This is an optimization exercise on Yosys and OpenROAD, whose aim is small area and few clock cycles, not a production implementation. Only simulation tests tie the RTL to the original design; equivalence was not proved. Power is estimated from default activity; no workload was simulated.

<file path="run.sh">
#!/bin/bash
# synth_recipe.tcl (not shown) runs the flow's synth.tcl, then flattens the netlist and writes it again
# the make line also repeats each setting of config.mk as NAME=value (left out here)
make -C /OpenROAD-flow-scripts/flow DESIGN_CONFIG=/design/flow/config.mk WORK_HOME=/design/flow/orfs CLKGATE_MAP_FILE= SYNTH_SCRIPT=/design/flow/synth_recipe.tcl finish
</file>
<file path="constraint.sdc">
create_clock -name core_clock -period 4.0 [get_ports {clk}]
set_input_delay 0.8000 -clock core_clock [delete_from_list [all_inputs] [get_ports {clk}]]
set_output_delay 0.8000 -clock core_clock [all_outputs]
set_load 0.01 [all_outputs]
</file>
<file path="config.mk">
export PLATFORM = sky130hd
export DESIGN_NAME = powlib_ipram_top
export DESIGN_NICKNAME = powlib_ipram_top
export VERILOG_FILES = /design/flow/design.v
export SDC_FILE = /design/flow/constraint.sdc
export NUM_CORES = 4
export LEC_CHECK = 0
export CAP_MARGIN = 20
export CORE_MARGIN = 2
export CORE_UTILIZATION = 40
export SLEW_MARGIN = 20
export SYNTH_HIERARCHICAL = 1
</file>
<file path="design.v">
`timescale 1ns / 1ps
module powlib_ipram_top(clk,rst,wraddr,wrdata,wrvld,wrrdy,rdaddr,rddata,rdvld,rdrdy);
  input  wire             clk;
  input  wire             rst;
  input  wire [31:0]      wraddr;
  input  wire [36:0]      wrdata;
  input  wire             wrvld;
  output wire             wrrdy;
  output wire [31:0]      rdaddr;
  output wire [36:0]      rddata;
  output wire             rdvld;
  input  wire             rdrdy;
  reg  [31:0] mem [0:63];
  reg  [31:0] h_addr, s_addr;
  reg  [5:0]  h_idx,  s_idx;
  reg         h_vld,  s_vld;
  wire [5:0]  idx   = wraddr[7:2];
  wire        op_rd = wrdata[36];
  wire [3:0]  be    = wrdata[35:32];
  wire h_pop  = h_vld && rdrdy;
  wire blk    = (h_vld && !rdrdy && h_idx==idx) || (s_vld && s_idx==idx);
  assign wrrdy = op_rd ? (!s_vld || rdrdy) : !blk;
  wire wr     = wrvld && !op_rd && !blk && !rst;
  wire rd     = wrvld && op_rd && (!s_vld || rdrdy) && !rst;
  integer k;
  always @(posedge clk) begin
    for (k=0; k<4; k=k+1)
      if (wr && be[k]) mem[idx][k*8+:8] <= wrdata[k*8+:8];
  end
  wire h_load = !h_vld || rdrdy;
  always @(posedge clk) begin
    if (h_load) begin
      h_addr <= s_vld ? s_addr : wrdata[31:0];
      h_idx  <= s_vld ? s_idx  : idx;
    end
  end
  wire s_load = h_vld && (s_vld == rdrdy);
  always @(posedge clk) begin
    if (s_load) begin
      s_addr <= wrdata[31:0];
      s_idx  <= idx;
    end
  end
  always @(posedge clk) begin
    if (rst) begin
      h_vld <= 1'b0;
      s_vld <= 1'b0;
    end else begin
      if (h_load) h_vld <= s_vld || rd;
      if (h_load) s_vld <= s_vld && rd;
      else        s_vld <= s_vld || rd;
    end
  end
  assign rdaddr = h_addr;
  wire [63:0] h_sel;
  wire [31:0] h_word;
  genvar gi, gb;
  for (gi=0; gi<64; gi=gi+1) begin : g_sel
    assign h_sel[gi] = (h_idx == gi);
  end
  for (gb=0; gb<32; gb=gb+1) begin : g_bit
    wire [21:0] grp_n;
    wire [5:0]  any;
    wire [1:0]  none;
    for (gi=0; gi<21; gi=gi+1) begin : g_grp
      ram_aoi222 aoi_inst (
        .a1(h_sel[3*gi]),  .a2(mem[3*gi][gb]),
        .b1(h_sel[3*gi+1]),.b2(mem[3*gi+1][gb]),
        .c1(h_sel[3*gi+2]),.c2(mem[3*gi+2][gb]),
        .y(grp_n[gi]));
    end
    ram_nand2 last_inst (.a(h_sel[63]),.b(mem[63][gb]),.y(grp_n[21]));
    for (gi=0; gi<5; gi=gi+1) begin : g_n4
      ram_nand4 n4_inst (.a(grp_n[4*gi]),.b(grp_n[4*gi+1]),.c(grp_n[4*gi+2]),.d(grp_n[4*gi+3]),.y(any[gi]));
    end
    ram_nand2 n2_inst (.a(grp_n[20]),.b(grp_n[21]),.y(any[5]));
    ram_nor3 r0_inst (.a(any[0]),.b(any[1]),.c(any[2]),.y(none[0]));
    ram_nor3 r1_inst (.a(any[3]),.b(any[4]),.c(any[5]),.y(none[1]));
    ram_nand2 o_inst (.a(none[0]),.b(none[1]),.y(h_word[gb]));
  end
  assign rddata = {5'b01111, h_word};
  assign rdvld  = h_vld;
endmodule
module ram_aoi222(a1,a2,b1,b2,c1,c2,y);
  input  wire a1, a2, b1, b2, c1, c2;
  output wire y;
  assign y = !((a1 && a2) || (b1 && b2) || (c1 && c2));
endmodule
module ram_nand4(a,b,c,d,y);
  input  wire a, b, c, d;
  output wire y;
  assign y = !(a && b && c && d);
endmodule
module ram_nand2(a,b,y);
  input  wire a, b;
  output wire y;
  assign y = !(a && b);
endmodule
module ram_nor3(a,b,c,y);
  input  wire a, b, c;
  output wire y;
  assign y = !(a || b || c);
endmodule
</file>
==> out/metrics.cfg <==
[synth]
async_flop_share = 0
avgSynthCellArea_um2 = 19.6
synthDominantCellAreaShare = 0.832
synth.yosys.warnings = 7
ys_top_cells_by_area = edfxtp_1 83%, a222oi_1 8.8%, nand2_1 1.4%
synth-seq-cells = 2126
seq_area_frac_synth = 0.833
syn_inst = 3919
ys_types = 34
synth_area_um2 = 76600
synth-main-ff-cell = edfxtp_1
synth_commonest_cells = 2124 x edfxtp_1, 672 x a222oi_1, 289 x nand2_1
synth_top_cell_by_area = edfxtp_1
synth_most_common_cell = edfxtp_1
synth_edf_count = 2124

[power_and_ir_drop]
pwr-share-seq = 0.537
leakagePower_nw = 30.4
power_density_nw_per_um2 = 479
comb_power_share = 0.052
clockPowerShare = 0.411
sw_frac_of_total = 0.216
power_mw = 45.8
internal_power_mw = 35.9
p_switching_mw = 9.90
max-vdd-ir-drop_mv = 0.400

[timing]
min_period_ps = 4490
period_share = 1.12
final-hold-violation-count = 0
worst_pin_slew_ps = 1190
setup_ws_ps = -486
fmax_mhz = 223
setup_viol = 32
drv_slew = 0
relSlewSlack = 0.205
rsz0062_at_grt = true
skew_ps = 65.7

[worst_setup_path]
worst_setup_path_start_kind = register
crit_path_end_kind = output port
r2r_slack_ps = 1000
cp.arrival_ps = 3690
rr_endpoint = mem[10][20]
reg2reg_depth = 8
worstPathRequired_ps = 3200
worstReg2RegStart = h_idx[2]
critPathKind = register to output port
crit_fanout = 7

[floorplan]
die_y_um = 442
ioPinCount = 144
die_area_um2 = 195000
start_util = 0.403
die_w_um = 442
row_count = 160
core_area_um2 = 190000

[global_routing]
antenna_found_initial = 20
grt_max_degree = 75
use_met3 = 0.0342
grt_overflow = 0
grt_pass1_wl_um = 333000
busiest_layer = met2
track_usage = 0.239
use_met1 = 0.318
grt_pass1_vias = 44400
grtUsageMet2 = 0.386

[hold_path]
min_path_cells = 1
min_to = s_addr[2]
min_from = wrdata[2]
min_path_type = input port to register

[clocking]
max-clock-path-buffers = 3
cts_sinks = 2126
numCtsBuffers = 202
cts_hold_buf = 0
cts_tree = built
insertion_delay_ps = 880
cts_max_level = 4
clkTransAtPathRegs_ps = 70
clock-root-buffer = clkbuf_16

[finish]
drive_gt1_frac = 0.279
postLayoutCoreUtil = 0.502
area_growth_pct = 24.7
nets = 4916
final_cell_count_no_fill = 7518

[placement]
gp_congestion = 0.958
dp_slack_ps = -452
port_buffers = 112
hpwl_um = 154000
dp.cells = 7033

[routing]
drtIter0Drc = 8748
route.detailed.drc = 0
wl_per_cell_um = 32.3
wirelength_um = 243000
drtPass1Iterations = 8
drtAntennaViolNets = 0
viasPerCell = 6.23
vias = 46800

[run_status]
violatedChecks = setup timing
outcome = failed layout checks

[flow_run]
drv_cap = 0

per-module statistics from Yosys, one instance, submodules excluded:
| module | cells | copies in the design |
|---|---|---|
| ram_nor3 | 1 | 64 |
| ram_nand4 | 1 | 160 |
| ram_nand2 | 1 | 96 |
| ram_aoi222 | 1 | 672 |
| powlib_ipram_top | 2927 | 1 |
power groups by stage:
stage	Clock [mW]	Combinational, mW	Sequential, mW
after floorplan	0	0.589	25.1
after global placement	0	2.03	25.1
after detailed placement	0	2.07	25.1
after CTS	19.0	2.29	24.6
after global routing	19.9	2.44	24.6
final	18.8	2.37	24.6
per-stage QoR:
stage / hold WS, ps / setup TNS (ps) / cell area (µm²)
floorplan: 523 / 0 / 76600
global placement: 525 / -4920 / 86300
detailed placement: 536 / -4140 / 86600
CTS: 82.1 / -10660 / 94900
global route: 108 / -13710 / 95500
finish: 142 / -11780 / 95500
worst max path at each step:
stage / slack (ps) / to / start / cells after the start
after floorplan: 520 / rddata[0] / h_idx[4] / 8
after global placement: -420 / rddata[31] / h_idx[2] / 10
after detailed placement: -450 / rddata[31] / h_idx[2] / 10
after CTS: -410 / rddata[21] / h_idx[1] / 12
after global routing: -500 / rddata[26] / h_idx[0] / 12
final: -490 / rddata[19] / h_idx[1] / 11
layout make-up:
cell class | instances | area, µm²
diodes | 2 | 5.00
repair buffers | 831 | 8200
multi-input cells | 1678 | 13800
well taps | 2511 | 3140
flip-flops and latches | 2126 | 63800
fillers | 15300 | 94700
clock inverters | 118 | 1290
inverters | 3 | 11.3
clock buffers | 249 | 5230
cells by family after synthesis:
kind of cell,synth area share
buffers and inverters,0.00679
other,0.0000980
AND/OR/NAND/NOR,0.0647
XOR/XNOR,0.00137
AO/OA/AOI/OAI,0.0884
adder cells (fa/ha/maj),0.000163
multiplexers,0.00558
flip-flops,0.833
worst max-delay path, stage by stage (launching register included):
cell	delay (ps)
edfxtp_1	470
buf_6	170
buf_6	120
nand3_4	90
buf_6	120
nor2_4	80
buf_12	170
a222oi_1	510
nand4_1	410
nor3_4	360
nand2_2	140
buf_6	150
sequential cells by signal, summed over array words and instances (netlist names):
register,count
mem,2048
s_vld,1
s_idx,6
h_addr,32
h_idx,6
h_vld,1
s_addr,32
what timing repair did:
item | 4_1_cts | 5_1_grt
resized for setup | 312 | 53
setup buffers | 73 | 26
endpoints found under the setup margin | 32 | 33
pin swaps | 264 | 142
gates cloned | 13 | 6
metal layers:
metal	routed length, µm	vias to the layer above	part of all wire
li1	-	19400	-
met1	89800	24000	0.37
met2	116000	2951	0.48
met3	23900	461	0.098
met4	13200	4	0.054
met5	27	-	0.00011
placed cells by master (no fill, tap or decap), types with 48 or more instances in the layout:
| cell | count |
|---|---|
| clkbuf_16 | 210 |
| edfxtp_1 | 2124 |
| a222oi_1 | 672 |
| nor3_1 | 150 |
| nand2_1 | 251 |
| buf_4 | 559 |
| nand4_1 | 163 |
| buf_6 | 64 |
| buf_12 | 99 |
| clkdlybuf4s50_1 | 48 |
| nor4_2 | 54 |
Testbench counts, summed over its fixed seeds: cycles 8,060.

re-timing with driven ports:
The results above use ideal ports. As a check the final layout listed here was re-extracted and re-timed, cells and wires unchanged.
Step 1, drivers: a clkbuf_16 drives clk and a buf_2 each remaining input, both assumed.
Step 2, shift: input delay + t, output delay - t, t = (earliest + latest rising clock arrival at the registers) / 2. This alone moves slack from input paths to output paths.
Three values: no drivers, after step 1, after step 2; two values: the first two.
t, ns: 0.929
setup slack, ns: -0.486 / -0.570 / 0.006
latest minus earliest clock arrival (ns): 0.066 / 0.067
slew at the worst register clock pin (ns): 0.07 / 0.07
pins driven straight from the clock port: 1
The setup slack of this run moves by -0.084 ns with the drivers and by +0.492 ns with both steps.
